This design comes from an exercise in tuning for small area, a short achievable clock period and few clock cycles on the open sky130 flow, not from production work.
RTL that was checked went through simulation tests only; none was proved equivalent to the original.

==> inputs of amber <==
==> flow/design.v <==
module JAM (CLK, RST, W, J, Cost, MatchCount, MinCost, Valid);
input CLK;
input RST;
output reg [2:0] W;
output reg [2:0] J;
input [6:0] Cost;
output reg [3:0] MatchCount;
output reg [9:0] MinCost;
output reg Valid;
localparam ST_SCAN = 3'd0, ST_WAIT = 3'd1, ST_LAST = 3'd2, ST_LAST2 = 3'd3,
           ST_READ = 3'd4, ST_DFSA = 3'd5, ST_DFSB = 3'd6, ST_DONE = 3'd7;
reg [2:0] st;
reg [2:0] row;           
reg [6:0] u  [0:7];      
reg [6:0] nv [0:7];      
reg [8:0] minv [0:7];    
reg [2:0] way [0:7];     
reg [7:0] vw;            
reg [2:0] p [0:7];       
reg [7:0] matched;
reg [7:0] used;          
reg [7:0] rowin;         
reg [7:0] todo;          
reg [6:0] uW;            
reg [2:0] j0;            
reg [8:0] delta;         
reg [6:0] D;             
reg [6:0] inc;           
reg [2:0] j1;
reg first;               
reg ph;                  
reg upd;                 
reg aug;                 
reg [2:0] ja;
reg [2:0] arow;
reg [7:0] abv;           
reg [7:0] candr;         
reg one;                 
reg s1v, s1l, s1r;
reg [6:0] s1c;
reg [6:0] s1p;
reg [2:0] s1j, s1w;
reg s2v, s2l;
reg [8:0] s2c, s2m;
reg [2:0] s2j, s2w;
reg s2r;
reg pend;                
reg [1:0] pcr;
integer k;
function [3:0] lowest;
    input [7:0] m;
    integer i;
    begin
        lowest = 4'b1000;
        for (i = 7; i >= 0; i = i - 1)
            if (m[i]) lowest = i;
    end
endfunction
function single;
    input [7:0] m;
    reg a, b, ma, mb;
    begin
        a = |m[3:0];
        b = |m[7:4];
        ma = (m[0] & m[1]) | (m[2] & m[3]) | ((m[0] | m[1]) & (m[2] | m[3]));
        mb = (m[4] & m[5]) | (m[6] & m[7]) | ((m[4] | m[5]) & (m[6] | m[7]));
        single = ~(ma | mb | (a & b));
    end
endfunction
wire [3:0] nx = lowest(todo);
wire [9:0] cur = {3'b0, s1c} + {3'b0, s1p} + {3'b0, D} - {3'b0, uW};
wire lt = s2c < s2m;
wire c1 = s2c < delta;
wire c2 = s2m < delta;
wire take = lt ? c1 : c2;
wire [8:0] mnew = lt ? s2c : s2m;
wire [7:0] used_a = used | (8'd1 << j1);
wire [7:0] used_b = used | (8'd1 << s2j);
wire [3:0] fa = lowest(~used_a);
wire [3:0] fb = lowest(~used_b);
wire [7:0] todo_a = ~used_a & ~(8'd1 << fa[2:0]);
wire [7:0] todo_b = ~used_b & ~(8'd1 << fb[2:0]);
wire [6:0] inc_c = s2c[6:0] - D;
wire [6:0] inc_m = s2m[6:0] - D;
wire [6:0] inc_d = delta[6:0] - D;
wire ma = matched[j1];
wire mb = matched[s2j];
wire [2:0] pa = p[j1];
wire [2:0] pb = p[s2j];
wire end7 = (row == 3'd7);
wire [2:0] rowp = row + 3'd1;
wire [2:0] W_a = ma ? pa : (end7 ? W : rowp);
wire [2:0] W_b = mb ? pb : (end7 ? W : rowp);
wire [2:0] J_a = ma ? fa[2:0] : (end7 ? J : j1);
wire [2:0] J_b = mb ? fb[2:0] : (end7 ? J : s2j);
wire [7:0] t_a = ma ? todo_a : (end7 ? todo : ~(8'd1 << j1));
wire [7:0] t_b = mb ? todo_b : (end7 ? todo : ~(8'd1 << s2j));
wire [7:0] u_a = ma ? used_a : used;
wire [7:0] u_b = mb ? used_b : used;
wire [7:0] r_a = ma ? (rowin | (8'd1 << pa)) : rowin;
wire [7:0] r_b = mb ? (rowin | (8'd1 << pb)) : rowin;
wire [2:0] st_a = (ma || !end7) ? ST_SCAN : ST_LAST;
wire [2:0] st_b = (mb || !end7) ? ST_SCAN : ST_LAST;
wire [2:0] j1f = take ? s2j : j1;
wire mf = take ? mb : ma;
wire [6:0] incf = take ? (lt ? inc_c : inc_m) : inc_d;
wire [6:0] dfin = take ? mnew[6:0] : delta[6:0];
wire last2 = s2v && s2l;
reg [7:0] avail [0:7];
reg [7:0] blk;
reg dead, allone;
reg [7:0] cand;
always @(*) begin
    blk = 8'd0;
    dead = 1'b0;
    allone = 1'b1;
    for (k = 0; k < 8; k = k + 1) begin
        avail[k] = minv[k][7:0] & ~used;
        if (!single(avail[k])) allone = 1'b0;
        if (k > W) begin
            if (avail[k] == 8'd0) dead = 1'b1;
            if (single(avail[k])) blk = blk | avail[k];
        end
    end
    cand = dead ? 8'd0 : (avail[W] & ~blk & abv);
end
wire [3:0] cfirst = lowest(candr);
wire [2:0] sprev = way[W - 3'd1];
wire [1:0] pc = single(candr) ? {1'b0, |candr} : 2'd2;
reg [7:0] above;
always @(*)
    for (k = 0; k < 8; k = k + 1)
        above[k] = (k > sprev);
always @(posedge CLK) begin
    if (RST) begin
        st <= ST_SCAN;
        row <= 3'd0;
        W <= 3'd0;
        J <= 3'd0;
        todo <= 8'hfe;
        uW <= 7'd0;
        first <= 1'b1;
        ph <= 1'b1;
        upd <= 1'b0;
        aug <= 1'b0;
        delta <= 9'h1ff;
        D <= 7'd0;
        used <= 8'd0;
        rowin <= 8'd0;
        matched <= 8'd0;
        s1v <= 1'b0;
        s1r <= 1'b0;
        s2v <= 1'b0;
        MinCost <= 10'd0;
        MatchCount <= 4'd0;
        Valid <= 1'b0;
        for (k = 0; k < 8; k = k + 1) begin
            u[k] <= 7'd0;
            nv[k] <= 7'd0;
        end
    end else begin
        upd <= 1'b0;
        if (upd) begin
            for (k = 0; k < 8; k = k + 1) begin
                if (used[k] && k != j1)
                    nv[k] <= nv[k] + inc;
                if (rowin[k] && (k != W || st == ST_LAST))
                    u[k] <= u[k] + inc;
            end
            MinCost <= MinCost + {3'd0, inc};
            uW <= u[W];
            delta <= 9'h1ff;
        end
        if (aug) begin
            matched[ja] <= 1'b1;
            if (vw[ja]) aug <= 1'b0;
        end
        s1v <= (st == ST_SCAN);
        s1r <= (st == ST_READ);
        s2v <= s1v;
        if (s2v && take)
            delta <= mnew;
        if (s1r && s1j == 3'd7)
            uW <= u[s1w + 3'd1];
        case (st)
        ST_SCAN: begin
            if (ph) begin
                ph <= 1'b0;
                used <= 8'd0;
                rowin <= 8'd1 << row;
            end
            if (todo == 8'd0)
                st <= ST_WAIT;
            else begin
                J <= nx[2:0];
                todo <= todo & ~(8'd1 << nx[2:0]);
            end
        end
        ST_WAIT: begin
            if (last2) begin
                inc <= incf;
                upd <= 1'b1;
                W <= take ? W_b : W_a;
                J <= take ? J_b : J_a;
                todo <= take ? t_b : t_a;
                used <= take ? u_b : u_a;
                rowin <= take ? r_b : r_a;
                st <= take ? st_b : st_a;
                first <= !mf;
                D <= mf ? dfin : 7'd0;
                if (!mf && !end7) begin
                    aug <= 1'b1;
                    ph <= 1'b1;
                    row <= rowp;
                end
            end
        end
        ST_LAST: begin
            used <= 8'd0;
            W <= 3'd0;
            J <= 3'd0;
            st <= ST_LAST2;
        end
        ST_LAST2: begin
            uW <= u[0];
            st <= ST_READ;
        end
        ST_READ: begin
            {W, J} <= {W, J} + 6'd1;
            if ({W, J} == 6'd63) begin
                W <= 3'd0;
                st <= ST_DFSA;
            end
        end
        ST_DFSA: begin
            if (pend)
                MatchCount <= MatchCount + {2'b0, pcr};
            if (!s2r)
                st <= ST_DFSB;
        end
        ST_DFSB: begin
            st <= ST_DFSA;
            if (one) begin
                MatchCount <= 4'd1;
                st <= ST_DONE;
            end else if (W == 3'd6) begin
                W <= 3'd5;
                used <= used & ~(8'd1 << sprev);
            end else if (candr != 8'd0) begin
                used <= used | (8'd1 << cfirst[2:0]);
                W <= W + 3'd1;
            end else if (W == 3'd0) begin
                st <= ST_DONE;
            end else begin
                used <= used & ~(8'd1 << sprev);
                W <= W - 3'd1;
            end
        end
        default: begin
            Valid <= 1'b1;
        end
        endcase
    end
end
always @(posedge CLK) begin
    s1l <= (todo == 8'd0);
    s1c <= Cost;
    s1p <= nv[J];
    s1j <= J;
    s1w <= W;
    s2l <= s1l;
    s2c <= cur[8:0];
    s2m <= first ? 9'h1ff : minv[s1j];
    s2j <= s1j;
    s2w <= s1w;
    s2r <= s1r;
    if (s2r)
        minv[s2w][s2j] <= (s2c == 9'd0);
    if (s2v) begin
        minv[s2j] <= mnew;
        if (!first && lt) begin
            vw[s2j] <= 1'b0;
            way[s2j] <= j0;
        end
        if (take)
            j1 <= s2j;
    end
    if (aug) begin
        p[ja] <= vw[ja] ? arow : p[way[ja]];
        ja <= way[ja];
    end
    if (st == ST_WAIT && last2) begin
        if (first)
            vw <= 8'hff;
        if (mf)
            j0 <= j1f;
        else begin
            ja <= j1f;
            arow <= row;
        end
    end
    if (st == ST_READ) begin
        abv <= 8'hff;
        one <= 1'b1;
    end
    pend <= (st == ST_DFSB) && (W == 3'd6);
    pcr <= pc;
    if (st == ST_DFSA && !s2r) begin
        candr <= cand;
        one <= one && allone;
    end
    if (st == ST_DFSB) begin
        one <= 1'b0;
        if (W == 3'd6 || candr == 8'd0)
            abv <= above;
        else begin
            way[W] <= cfirst[2:0];
            abv <= 8'hff;
        end
    end
end
endmodule
==> flow/run.sh <==
#!/bin/bash
# synth_recipe.tcl (not shown) runs the flow's synth.tcl, then flattens the netlist and writes it again
# the make line also repeats each setting of config.mk as NAME=value (left out here)
make -C /OpenROAD-flow-scripts/flow DESIGN_CONFIG=/design/flow/config.mk WORK_HOME=/design/flow/orfs CLKGATE_MAP_FILE= SYNTH_SCRIPT=/design/flow/synth_recipe.tcl finish
==> flow/config.mk <==
export PLATFORM = sky130hd
export DESIGN_NAME = JAM
export DESIGN_NICKNAME = JAM
export VERILOG_FILES = /design/flow/design.v
export SDC_FILE = /design/flow/constraint.sdc
export NUM_CORES = 4
export LEC_CHECK = 0
export CAP_MARGIN = 20
export CORE_MARGIN = 2
export CORE_UTILIZATION = 40
export SETUP_SLACK_MARGIN = 2.4
export SLEW_MARGIN = 20
==> flow/constraint.sdc <==
create_clock -name core_clock -period 5.0 [get_ports {CLK}]
set_input_delay 1.0000 -clock core_clock [delete_from_list [all_inputs] [get_ports {CLK}]]
set_output_delay 1.0000 -clock core_clock [all_outputs]
set_load 0.01 [all_outputs]
==> inputs of sierra, as changes to amber <==
--- a/flow/design.v
+++ b/flow/design.v
@@ -9,3 +9,3 @@
 output reg Valid;
-localparam ST_SCAN = 3'd0, ST_WAIT = 3'd1, ST_LAST = 3'd2, ST_LAST2 = 3'd3,
+localparam ST_SCAN = 3'd0, ST_WAIT = 3'd1, ST_LAST = 3'd2,
            ST_READ = 3'd4, ST_DFSA = 3'd5, ST_DFSB = 3'd6, ST_DONE = 3'd7;
@@ -23,3 +23,2 @@
 reg [7:0] todo;          
-reg [6:0] uW;            
 reg [2:0] j0;            
@@ -40,3 +39,3 @@
 reg [6:0] s1c;
-reg [6:0] s1p;
+reg [7:0] s1p;           
 reg [2:0] s1j, s1w;
@@ -48,2 +47,3 @@
 reg [1:0] pcr;
+reg s3l;
 integer k;
@@ -70,3 +70,3 @@
 wire [3:0] nx = lowest(todo);
-wire [9:0] cur = {3'b0, s1c} + {3'b0, s1p} + {3'b0, D} - {3'b0, uW};
+wire [9:0] cur = {3'b0, s1c} + {{2{s1p[7]}}, s1p} + {3'b0, D};
 wire lt = s2c < s2m;
@@ -76,34 +76,5 @@
 wire [8:0] mnew = lt ? s2c : s2m;
-wire [7:0] used_a = used | (8'd1 << j1);
-wire [7:0] used_b = used | (8'd1 << s2j);
-wire [3:0] fa = lowest(~used_a);
-wire [3:0] fb = lowest(~used_b);
-wire [7:0] todo_a = ~used_a & ~(8'd1 << fa[2:0]);
-wire [7:0] todo_b = ~used_b & ~(8'd1 << fb[2:0]);
-wire [6:0] inc_c = s2c[6:0] - D;
-wire [6:0] inc_m = s2m[6:0] - D;
-wire [6:0] inc_d = delta[6:0] - D;
-wire ma = matched[j1];
-wire mb = matched[s2j];
-wire [2:0] pa = p[j1];
-wire [2:0] pb = p[s2j];
-wire end7 = (row == 3'd7);
-wire [2:0] rowp = row + 3'd1;
-wire [2:0] W_a = ma ? pa : (end7 ? W : rowp);
-wire [2:0] W_b = mb ? pb : (end7 ? W : rowp);
-wire [2:0] J_a = ma ? fa[2:0] : (end7 ? J : j1);
-wire [2:0] J_b = mb ? fb[2:0] : (end7 ? J : s2j);
-wire [7:0] t_a = ma ? todo_a : (end7 ? todo : ~(8'd1 << j1));
-wire [7:0] t_b = mb ? todo_b : (end7 ? todo : ~(8'd1 << s2j));
-wire [7:0] u_a = ma ? used_a : used;
-wire [7:0] u_b = mb ? used_b : used;
-wire [7:0] r_a = ma ? (rowin | (8'd1 << pa)) : rowin;
-wire [7:0] r_b = mb ? (rowin | (8'd1 << pb)) : rowin;
-wire [2:0] st_a = (ma || !end7) ? ST_SCAN : ST_LAST;
-wire [2:0] st_b = (mb || !end7) ? ST_SCAN : ST_LAST;
-wire [2:0] j1f = take ? s2j : j1;
-wire mf = take ? mb : ma;
-wire [6:0] incf = take ? (lt ? inc_c : inc_m) : inc_d;
-wire [6:0] dfin = take ? mnew[6:0] : delta[6:0];
-wire last2 = s2v && s2l;
+wire [7:0] used_j = used | (8'd1 << j1);
+wire [3:0] fj = lowest(~used_j);
+wire [2:0] pj = p[j1];
 reg [7:0] avail [0:7];
@@ -140,3 +111,2 @@
         todo <= 8'hfe;
-        uW <= 7'd0;
         first <= 1'b1;
@@ -153,2 +123,3 @@
         s2v <= 1'b0;
+        s3l <= 1'b0;
         MinCost <= 10'd0;
@@ -170,3 +141,2 @@
             MinCost <= MinCost + {3'd0, inc};
-            uW <= u[W];
             delta <= 9'h1ff;
@@ -180,6 +150,5 @@
         s2v <= s1v;
+        s3l <= s2v && s2l;
         if (s2v && take)
             delta <= mnew;
-        if (s1r && s1j == 3'd7)
-            uW <= u[s1w + 3'd1];
         case (st)
@@ -199,17 +168,28 @@
         ST_WAIT: begin
-            if (last2) begin
-                inc <= incf;
+            if (s3l) begin
+                first <= 1'b0;
+                inc <= delta[6:0] - D;
+                D <= delta[6:0];
                 upd <= 1'b1;
-                W <= take ? W_b : W_a;
-                J <= take ? J_b : J_a;
-                todo <= take ? t_b : t_a;
-                used <= take ? u_b : u_a;
-                rowin <= take ? r_b : r_a;
-                st <= take ? st_b : st_a;
-                first <= !mf;
-                D <= mf ? dfin : 7'd0;
-                if (!mf && !end7) begin
-                    aug <= 1'b1;
-                    ph <= 1'b1;
-                    row <= rowp;
+                if (matched[j1]) begin
+                    used <= used_j;
+                    rowin[pj] <= 1'b1;
+                    W <= pj;
+                    J <= fj[2:0];
+                    todo <= ~used_j & ~(8'd1 << fj[2:0]);
+                    st <= ST_SCAN;
+                end else begin
+                    first <= 1'b1;
+                    D <= 7'd0;
+                    if (row == 3'd7) begin
+                        st <= ST_LAST;
+                    end else begin
+                        aug <= 1'b1;
+                        ph <= 1'b1;
+                        row <= row + 3'd1;
+                        W <= row + 3'd1;
+                        J <= j1;
+                        todo <= ~(8'd1 << j1);
+                        st <= ST_SCAN;
+                    end
                 end
@@ -221,6 +201,2 @@
             J <= 3'd0;
-            st <= ST_LAST2;
-        end
-        ST_LAST2: begin
-            uW <= u[0];
             st <= ST_READ;
@@ -245,2 +221,3 @@
                 st <= ST_DONE;
+                Valid <= 1'b1;
             end else if (W == 3'd6) begin
@@ -253,2 +230,3 @@
                 st <= ST_DONE;
+                Valid <= 1'b1;
             end else begin
@@ -267,3 +245,3 @@
     s1c <= Cost;
-    s1p <= nv[J];
+    s1p <= {1'b0, nv[J]} - {1'b0, u[W]};
     s1j <= J;
@@ -291,9 +269,9 @@
     end
-    if (st == ST_WAIT && last2) begin
+    if (st == ST_WAIT && s3l) begin
         if (first)
             vw <= 8'hff;
-        if (mf)
-            j0 <= j1f;
+        if (matched[j1])
+            j0 <= j1;
         else begin
-            ja <= j1f;
+            ja <= j1;
             arow <= row;
--- a/flow/config.mk
+++ b/flow/config.mk
@@ -7,2 +7,3 @@
 export LEC_CHECK = 0
+export ABC_AREA = 1
 export CAP_MARGIN = 20
@@ -10,3 +11,3 @@
 export CORE_UTILIZATION = 40
-export SETUP_SLACK_MARGIN = 2.4
+export SETUP_SLACK_MARGIN = 2.5
 export SLEW_MARGIN = 20
==> inputs of cedar, as changes to amber <==
--- a/flow/design.v
+++ b/flow/design.v
@@ -40,3 +40,3 @@
 reg [6:0] s1c;
-reg [6:0] s1p;
+reg [7:0] s1p;
 reg [2:0] s1j, s1w;
@@ -70,3 +70,4 @@
 wire [3:0] nx = lowest(todo);
-wire [9:0] cur = {3'b0, s1c} + {3'b0, s1p} + {3'b0, D} - {3'b0, uW};
+wire [7:0] p0 = {1'b0, nv[J]} + {1'b0, D};
+wire [9:0] cur = {3'b0, s1c} + {2'b0, s1p} - {3'b0, uW};
 wire lt = s2c < s2m;
@@ -85,22 +86,8 @@
 wire [6:0] inc_d = delta[6:0] - D;
-wire ma = matched[j1];
-wire mb = matched[s2j];
-wire [2:0] pa = p[j1];
-wire [2:0] pb = p[s2j];
-wire end7 = (row == 3'd7);
-wire [2:0] rowp = row + 3'd1;
-wire [2:0] W_a = ma ? pa : (end7 ? W : rowp);
-wire [2:0] W_b = mb ? pb : (end7 ? W : rowp);
-wire [2:0] J_a = ma ? fa[2:0] : (end7 ? J : j1);
-wire [2:0] J_b = mb ? fb[2:0] : (end7 ? J : s2j);
-wire [7:0] t_a = ma ? todo_a : (end7 ? todo : ~(8'd1 << j1));
-wire [7:0] t_b = mb ? todo_b : (end7 ? todo : ~(8'd1 << s2j));
-wire [7:0] u_a = ma ? used_a : used;
-wire [7:0] u_b = mb ? used_b : used;
-wire [7:0] r_a = ma ? (rowin | (8'd1 << pa)) : rowin;
-wire [7:0] r_b = mb ? (rowin | (8'd1 << pb)) : rowin;
-wire [2:0] st_a = (ma || !end7) ? ST_SCAN : ST_LAST;
-wire [2:0] st_b = (mb || !end7) ? ST_SCAN : ST_LAST;
 wire [2:0] j1f = take ? s2j : j1;
-wire mf = take ? mb : ma;
+wire mf = take ? matched[s2j] : matched[j1];
+wire [2:0] pf = take ? p[s2j] : p[j1];
+wire [7:0] usedf = take ? used_b : used_a;
+wire [3:0] ff = take ? fb : fa;
+wire [7:0] todof = take ? todo_b : todo_a;
 wire [6:0] incf = take ? (lt ? inc_c : inc_m) : inc_d;
@@ -129,6 +116,2 @@
 wire [1:0] pc = single(candr) ? {1'b0, |candr} : 2'd2;
-reg [7:0] above;
-always @(*)
-    for (k = 0; k < 8; k = k + 1)
-        above[k] = (k > sprev);
 always @(posedge CLK) begin
@@ -200,16 +183,27 @@
             if (last2) begin
+                first <= 1'b0;
                 inc <= incf;
+                D <= dfin;
                 upd <= 1'b1;
-                W <= take ? W_b : W_a;
-                J <= take ? J_b : J_a;
-                todo <= take ? t_b : t_a;
-                used <= take ? u_b : u_a;
-                rowin <= take ? r_b : r_a;
-                st <= take ? st_b : st_a;
-                first <= !mf;
-                D <= mf ? dfin : 7'd0;
-                if (!mf && !end7) begin
-                    aug <= 1'b1;
-                    ph <= 1'b1;
-                    row <= rowp;
+                if (mf) begin
+                    used <= usedf;
+                    rowin[pf] <= 1'b1;
+                    W <= pf;
+                    J <= ff[2:0];
+                    todo <= todof;
+                    st <= ST_SCAN;
+                end else begin
+                    first <= 1'b1;
+                    D <= 7'd0;
+                    if (row == 3'd7) begin
+                        st <= ST_LAST;
+                    end else begin
+                        aug <= 1'b1;
+                        ph <= 1'b1;
+                        row <= row + 3'd1;
+                        W <= row + 3'd1;
+                        J <= j1f;
+                        todo <= ~(8'd1 << j1f);
+                        st <= ST_SCAN;
+                    end
                 end
@@ -267,3 +261,3 @@
     s1c <= Cost;
-    s1p <= nv[J];
+    s1p <= p0;
     s1j <= J;
@@ -314,3 +308,3 @@
         if (W == 3'd6 || candr == 8'd0)
-            abv <= above;
+            abv <= ~((8'd2 << sprev) - 8'd1);
         else begin
==> out/results.env <==
MAXUSEDROUTINGLAYER='met5'
RESULT_OF_THE_RUN='timing/DRC/antenna clean'
INSERTION_DELAY_NS=0.63
CTS_SETUP_BUFFERS=118
NWELLTAPS=873
COMB.MULTI_INPUT.COUNT=2265
The numbers above come from cedar.

==> out/results.env <==
RESULT_OF_THE_RUN='timing/DRC/antenna clean'
FINAL_CORE_UTILIZATION_PCT=46.3
ANTENNA-DIODE-COUNT=0
MAXUSEDROUTINGLAYER='met4'
INSERTION_DELAY_NS=0.62
CTS_SETUP_BUFFERS=55
INTERNAL_POWER_mW=8.63
The numbers above come from sierra.

==> out/results.env <==
CTS_SETUP_BUFFERS=99
RESULT_OF_THE_RUN='timing/DRC/antenna clean'
MAXUSEDROUTINGLAYER='met4'
COMB.MULTI_INPUT.COUNT=2272
WORST_SETUP_PATH_START_KIND='flip-flop'
NWELLTAPS=931
HOLD_START='s1l$_DFF_P_'
ANTENNA_FOUND_INITIAL=0
The numbers above come from amber.

Testbench counts of sierra, summed over its fixed seeds: cycles 4,446.
Function not checked in amber and cedar: the RTL went through the layout flow alone.

-- static timing again, ports no longer ideal --
Ports are ideal in the flow. The routed layouts listed here were re-timed in OpenROAD.
Step 1: set_driving_cell puts a clkbuf_16 on CLK and a buf_2 on each other input, an assumption about the parent block.
Step 2, shift: input delay + t, output delay - t, t = (earliest + latest rising clock arrival at the registers) / 2. This alone moves slack from input paths to output paths.
a / b / c = no drivers / after step 1 / after step 2; a / b = the first two.
run	t, ns	setup WS [ns]	hold slack, ns	worst register clock-pin slew, ns
amber	0.665	1.616 / 1.616 / 1.616	0.326 / 0.326 / 0.326	0.07 / 0.07
sierra	0.664	2.285 / 2.285 / 2.061	0.324 / 0.324 / 0.324	0.06 / 0.06
cedar	0.667	1.481 / 1.481 / 1.481	0.331 / 0.331 / 0.331	0.07 / 0.07
After both steps setup and hold are still met in every run listed. The setup slack of sierra, which loses most, moves by 0.000 ns with the drivers and by -0.224 ns with both steps.
